Source: an optimization exercise on an open RTL-to-GDS flow (aim: small area, a short achievable clock period and few clock cycles). Production flows keep margins and buffers that such runs may drop.
Function was checked by simulation only, so behaviour that the tests miss may differ from the original.
Power is estimated from default activity; no workload was simulated.

==> flow/design.v (excerpt) <==
module Bin2BCD(
    input clk,
    input rst,
    input en,
    input [11:0] bin_d_in,
    output [15:0] bcd_d_out,
    output rdy
    );
    wire [14:0] mid;
    wire p_new_n28, p_new_n29, p_new_n30, p_new_n31, p_new_n32, p_new_n33, p_new_n34, p_new_n35, p_new_n36, p_new_n37, p_new_n38, p_new_n39, p_new_n40, p_new_n41, p_new_n42, p_new_n43, p_new_n44, p_new_n45, p_new_n46, p_new_n47, p_new_n48, p_new_n49, p_new_n50, p_new_n51, p_new_n52, p_new_n53, p_new_n54, p_new_n55, p_new_n56, p_new_n57, p_new_n58, p_new_n59, p_new_n60, p_new_n61, p_new_n62, p_new_n63, p_new_n64, p_new_n65, p_new_n66, p_new_n67, p_new_n68, p_new_n69, p_new_n70, p_new_n71, p_new_n72, p_new_n73, p_new_n74, p_new_n75, p_new_n76, p_new_n77, p_new_n78, p_new_n79, p_new_n80, p_new_n81, p_new_n82, p_new_n83, p_new_n84, p_new_n85, p_new_n86, p_new_n87, p_new_n88, p_new_n89, p_new_n90, p_new_n91, p_new_n92, p_new_n93, p_new_n94, p_new_n95, p_new_n96, p_new_n97, p_new_n98, p_new_n99, p_new_n100, p_new_n101, p_new_n102, p_new_n103, p_new_n104, p_new_n106, p_new_n107, p_new_n109, p_new_n110, p_new_n111, p_new_n113, p_new_n115, p_new_n116, p_new_n117, p_new_n118, p_new_n119, p_new_n120, p_new_n121, p_new_n122, p_new_n123, p_new_n124, p_new_n125, p_new_n126, p_new_n127, p_new_n128, p_new_n129, p_new_n130, p_new_n131, p_new_n132, p_new_n133, p_new_n134, p_new_n135, p_new_n136, p_new_n137, p_new_n138, p_new_n139, p_new_n140, p_new_n141, p_new_n142, p_new_n143, p_new_n144, p_new_n145, p_new_n146, p_new_n147, p_new_n148, p_new_n149, p_new_n150, p_new_n151, p_new_n152, p_new_n153, p_new_n154, p_new_n155, p_new_n156, p_new_n157, p_new_n158, p_new_n159, p_new_n160, p_new_n161, p_new_n162, p_new_n163, p_new_n165, p_new_n167, p_new_n168, p_new_n169, p_new_n171, p_new_n173, p_new_n174, p_new_n175, p_new_n176, p_new_n177, p_new_n179, p_new_n182;
    assign p_new_n28 = bin_d_in[9] & ~bin_d_in[11];
    assign p_new_n29 = ~bin_d_in[9] & bin_d_in[11];
    assign p_new_n30 = bin_d_in[10] & ~p_new_n29;
    assign p_new_n31 = ~bin_d_in[8] & p_new_n30;
    assign p_new_n32 = p_new_n28 & p_new_n31;
  ...
Size in the first run: roughly 280 cells after synthesis, about 16 flip-flops, roughly 32 I/O pins, roughly 1600 um2 of cells after synthesis.
Settings: LEC_CHECK=0, ABC_AREA=1, CAP_MARGIN=20, CORE_MARGIN=2, CORE_UTILIZATION=40, CTS_BUF_LIST=sky130_fd_sc_hd__clkbuf_4, CTS_CLUSTER_DIAMETER=100, CTS_CLUSTER_SIZE=30, SETUP_SLACK_MARGIN=0.3, SLEW_MARGIN=20; clock period 3.0 ns.
standard.sh (not shown) runs the stock make flow with config.mk's settings and CLKGATE_MAP_FILE= SYNTH_SCRIPT=/design/flow/synth_recipe.tcl, a recipe that flattens the netlist after the stock synthesis.
==> flow/flow/run.sh <==
#!/bin/bash
set -euo pipefail
export CUSTOM_ABC_SCRIPT=$PWD/flow/abc_custom.script
sed "s|SYNTH_SCRIPT=[^ ]*|SYNTH_SCRIPT=$PWD/flow/synth_custom.tcl|" standard.sh > standard_custom.sh
bash standard_custom.sh synth > synth.log 2>&1
export BUFFER_PORTS_ARGS="-buffer_cell sky130_fd_sc_hd__buf_1"
export DONT_USE_CELLS="sky130_fd_sc_hd__clkdlybuf4s50_1 sky130_fd_sc_hd__clkdlybuf4s50_2 sky130_fd_sc_hd__clkdlybuf4s25_1 sky130_fd_sc_hd__clkdlybuf4s25_2 sky130_fd_sc_hd__clkdlybuf4s15_1 sky130_fd_sc_hd__clkdlybuf4s15_2 sky130_fd_sc_hd__clkdlybuf4s18_1 sky130_fd_sc_hd__clkdlybuf4s18_2 sky130_fd_sc_hd__dlymetal6s2s_1 sky130_fd_sc_hd__dlymetal6s4s_1 sky130_fd_sc_hd__dlymetal6s6s_1 sky130_fd_sc_hd__dlygate4sd1_1 sky130_fd_sc_hd__dlygate4sd2_1 sky130_fd_sc_hd__dlygate4sd3_1"
bash standard.sh > layout.log 2>&1
==> flow/flow/abc_custom.script <==
strash
dch
map -B 0.9
topo
stime -c
dnsize -c
==> flow/flow/synth_custom.tcl <==
# The standard flow's synthesis script (synth_recipe.tcl) with one change: Yosys's abc
# pass uses flow/abc_custom.script instead of the ORFS area or speed script.
proc synth {args} { yosys synth -nofsm -noshare {*}$args }
proc abc {args} {
  set i [lsearch -exact $args -script]
  if { $i >= 0 } { lset args [expr {$i + 1}] $::env(CUSTOM_ABC_SCRIPT) }
  yosys abc {*}$args
}
source $::env(SCRIPTS_DIR)/synth.tcl
# left out here: clear keep_hierarchy, flatten, clean up, hide names made inside functions, write 1_2_yosys.v
The starting point finished with timing, DRC and antenna clean.
Testbench counts at the start, summed over its fixed seeds: cycles 4,096.
Edit:
==> flow/flow/run.sh (replaced) <==
#!/bin/bash
set -euo pipefail
bash standard.sh synth > synth.log 2>&1
export BUFFER_PORTS_ARGS="-buffer_cell sky130_fd_sc_hd__buf_1"
export DONT_USE_CELLS="sky130_fd_sc_hd__clkdlybuf4s50_1 sky130_fd_sc_hd__clkdlybuf4s50_2 sky130_fd_sc_hd__clkdlybuf4s25_1 sky130_fd_sc_hd__clkdlybuf4s25_2 sky130_fd_sc_hd__clkdlybuf4s15_1 sky130_fd_sc_hd__clkdlybuf4s15_2 sky130_fd_sc_hd__clkdlybuf4s18_1 sky130_fd_sc_hd__clkdlybuf4s18_2 sky130_fd_sc_hd__dlymetal6s2s_1 sky130_fd_sc_hd__dlymetal6s4s_1 sky130_fd_sc_hd__dlymetal6s6s_1 sky130_fd_sc_hd__dlygate4sd1_1 sky130_fd_sc_hd__dlygate4sd2_1 sky130_fd_sc_hd__dlygate4sd3_1"
bash standard.sh > layout.log 2>&1
removed: flow/flow/abc_custom.script
removed: flow/flow/synth_custom.tcl
Clock power goes up by about 10%; global-route usage decreases by 2.0 points; critical path depth is higher by 10; first-iteration DRC count climbs by 59%; final area shrinks by 2.9%; via count drops by 1.5%.
Edit:
==> flow/flow/run.sh (replaced) <==
#!/bin/bash
set -euo pipefail
export CUSTOM_ABC_SCRIPT=$PWD/flow/abc_custom.script
sed "s|SYNTH_SCRIPT=[^ ]*|SYNTH_SCRIPT=$PWD/flow/synth_custom.tcl|" standard.sh > standard_custom.sh
bash standard_custom.sh synth > synth.log 2>&1
export BUFFER_PORTS_ARGS="-buffer_cell sky130_fd_sc_hd__buf_1"
export DONT_USE_CELLS="sky130_fd_sc_hd__clkdlybuf4s50_1 sky130_fd_sc_hd__clkdlybuf4s50_2 sky130_fd_sc_hd__clkdlybuf4s25_1 sky130_fd_sc_hd__clkdlybuf4s25_2 sky130_fd_sc_hd__clkdlybuf4s15_1 sky130_fd_sc_hd__clkdlybuf4s15_2 sky130_fd_sc_hd__clkdlybuf4s18_1 sky130_fd_sc_hd__clkdlybuf4s18_2 sky130_fd_sc_hd__dlymetal6s2s_1 sky130_fd_sc_hd__dlymetal6s4s_1 sky130_fd_sc_hd__dlymetal6s6s_1 sky130_fd_sc_hd__dlygate4sd1_1 sky130_fd_sc_hd__dlygate4sd2_1 sky130_fd_sc_hd__dlygate4sd3_1"
bash standard.sh > layout.log 2>&1
==> flow/flow/abc_custom.script (new file) <==
strash
dch
map -B 0.9
topo
==> flow/flow/synth_custom.tcl (new file) <==
# The standard flow's synthesis script (synth_recipe.tcl) with one change: Yosys's abc
# pass uses flow/abc_custom.script instead of the ORFS area or speed script.
proc synth {args} { yosys synth -nofsm -noshare {*}$args }
proc abc {args} {
  set i [lsearch -exact $args -script]
  if { $i >= 0 } { lset args [expr {$i + 1}] $::env(CUSTOM_ABC_SCRIPT) }
  yosys abc {*}$args
}
source $::env(SCRIPTS_DIR)/synth.tcl
# left out here: clear keep_hierarchy, flatten, clean up, hide names made inside functions, write 1_2_yosys.v
Routed wire length increases by 4.1%.
Synthesized cell count stays the same.
Setup slack improves by 0.0079 ns.
Clock power came out lower by about 9%.
Power went up by 0.81%.
Global-route usage grows by 2.0 points.
Edit:
==> flow/flow/run.sh (replaced) <==
#!/bin/bash
set -euo pipefail
bash standard.sh synth > synth.log 2>&1
export BUFFER_PORTS_ARGS="-buffer_cell sky130_fd_sc_hd__buf_1"
export DONT_USE_CELLS="sky130_fd_sc_hd__clkdlybuf4s50_1 sky130_fd_sc_hd__clkdlybuf4s50_2 sky130_fd_sc_hd__clkdlybuf4s25_1 sky130_fd_sc_hd__clkdlybuf4s25_2 sky130_fd_sc_hd__clkdlybuf4s15_1 sky130_fd_sc_hd__clkdlybuf4s15_2 sky130_fd_sc_hd__clkdlybuf4s18_1 sky130_fd_sc_hd__clkdlybuf4s18_2 sky130_fd_sc_hd__dlymetal6s2s_1 sky130_fd_sc_hd__dlymetal6s4s_1 sky130_fd_sc_hd__dlymetal6s6s_1 sky130_fd_sc_hd__dlygate4sd1_1 sky130_fd_sc_hd__dlygate4sd2_1 sky130_fd_sc_hd__dlygate4sd3_1"
bash standard.sh > layout.log 2>&1
Settings changed: SETUP_SLACK_MARGIN 0.3 to 0.5.
removed: flow/flow/abc_custom.script
removed: flow/flow/synth_custom.tcl
What happened: Worst setup slack improved by 0.073 ns. Core utilization drops by 1.2 points. Global-route usage drops by 2.0 points. Area after synthesis climbs by about 4%. Sequential power is about the same. First-iteration DRC count climbs by about 15%.
Edit:
--- a/flow/flow/run.sh
+++ b/flow/flow/run.sh
@@ -4,3 +4,4 @@
 export BUFFER_PORTS_ARGS="-buffer_cell sky130_fd_sc_hd__buf_1"
 export DONT_USE_CELLS="sky130_fd_sc_hd__clkdlybuf4s50_1 sky130_fd_sc_hd__clkdlybuf4s50_2 sky130_fd_sc_hd__clkdlybuf4s25_1 sky130_fd_sc_hd__clkdlybuf4s25_2 sky130_fd_sc_hd__clkdlybuf4s15_1 sky130_fd_sc_hd__clkdlybuf4s15_2 sky130_fd_sc_hd__clkdlybuf4s18_1 sky130_fd_sc_hd__clkdlybuf4s18_2 sky130_fd_sc_hd__dlymetal6s2s_1 sky130_fd_sc_hd__dlymetal6s4s_1 sky130_fd_sc_hd__dlymetal6s6s_1 sky130_fd_sc_hd__dlygate4sd1_1 sky130_fd_sc_hd__dlygate4sd2_1 sky130_fd_sc_hd__dlygate4sd3_1"
+export CTS_ARGS="-repair_clock_nets -buf_list sky130_fd_sc_hd__clkbuf_8 -root_buf sky130_fd_sc_hd__clkbuf_8"
 bash standard.sh > layout.log 2>&1
Settings changed: SETUP_SLACK_MARGIN 0.5 to 0.4.
What happened: Cell count stays flat. Setup slack loses 0.096 ns. Clock-buffer cell count came out lower by 1. Flip-flop and latch count is unchanged. Die area does not change. Utilization came out lower by 0.69 points.

## afterwards: timing with drivers on the ports
Ports are ideal in the flow. The routed layouts listed here were re-timed in OpenROAD. Step 1 (the two cells are an assumption about what drives the block):
set clk [get_ports {clk}]
set_driving_cell -lib_cell sky130_fd_sc_hd__clkbuf_16 $clk
set_driving_cell -lib_cell sky130_fd_sc_hd__buf_2 [delete_from_list [all_inputs] $clk]
Step 2 also shifts input and output timing later by t, the mid clock arrival at the registers, as if the neighbouring blocks saw the same clock. a / b / c = ideal ports / drivers / drivers and shift; a / b = the first two.
run | t, ns | slack for setup (ns) | worst slew at a driven data input, ns
the first run | 0.295 | 0.566 / 0.544 / 0.274 | 0.03
the second run | 0.292 | 0.558 / 0.555 / 0.263 | 0.03
the third run | 0.295 | 0.566 / 0.544 / 0.274 | 0.03
the fourth run | 0.292 | 0.639 / 0.636 / 0.344 | 0.03
the fifth run | 0.266 | 0.543 / 0.546 / 0.281 | 0.04
After both steps setup and hold are still met in every run listed.
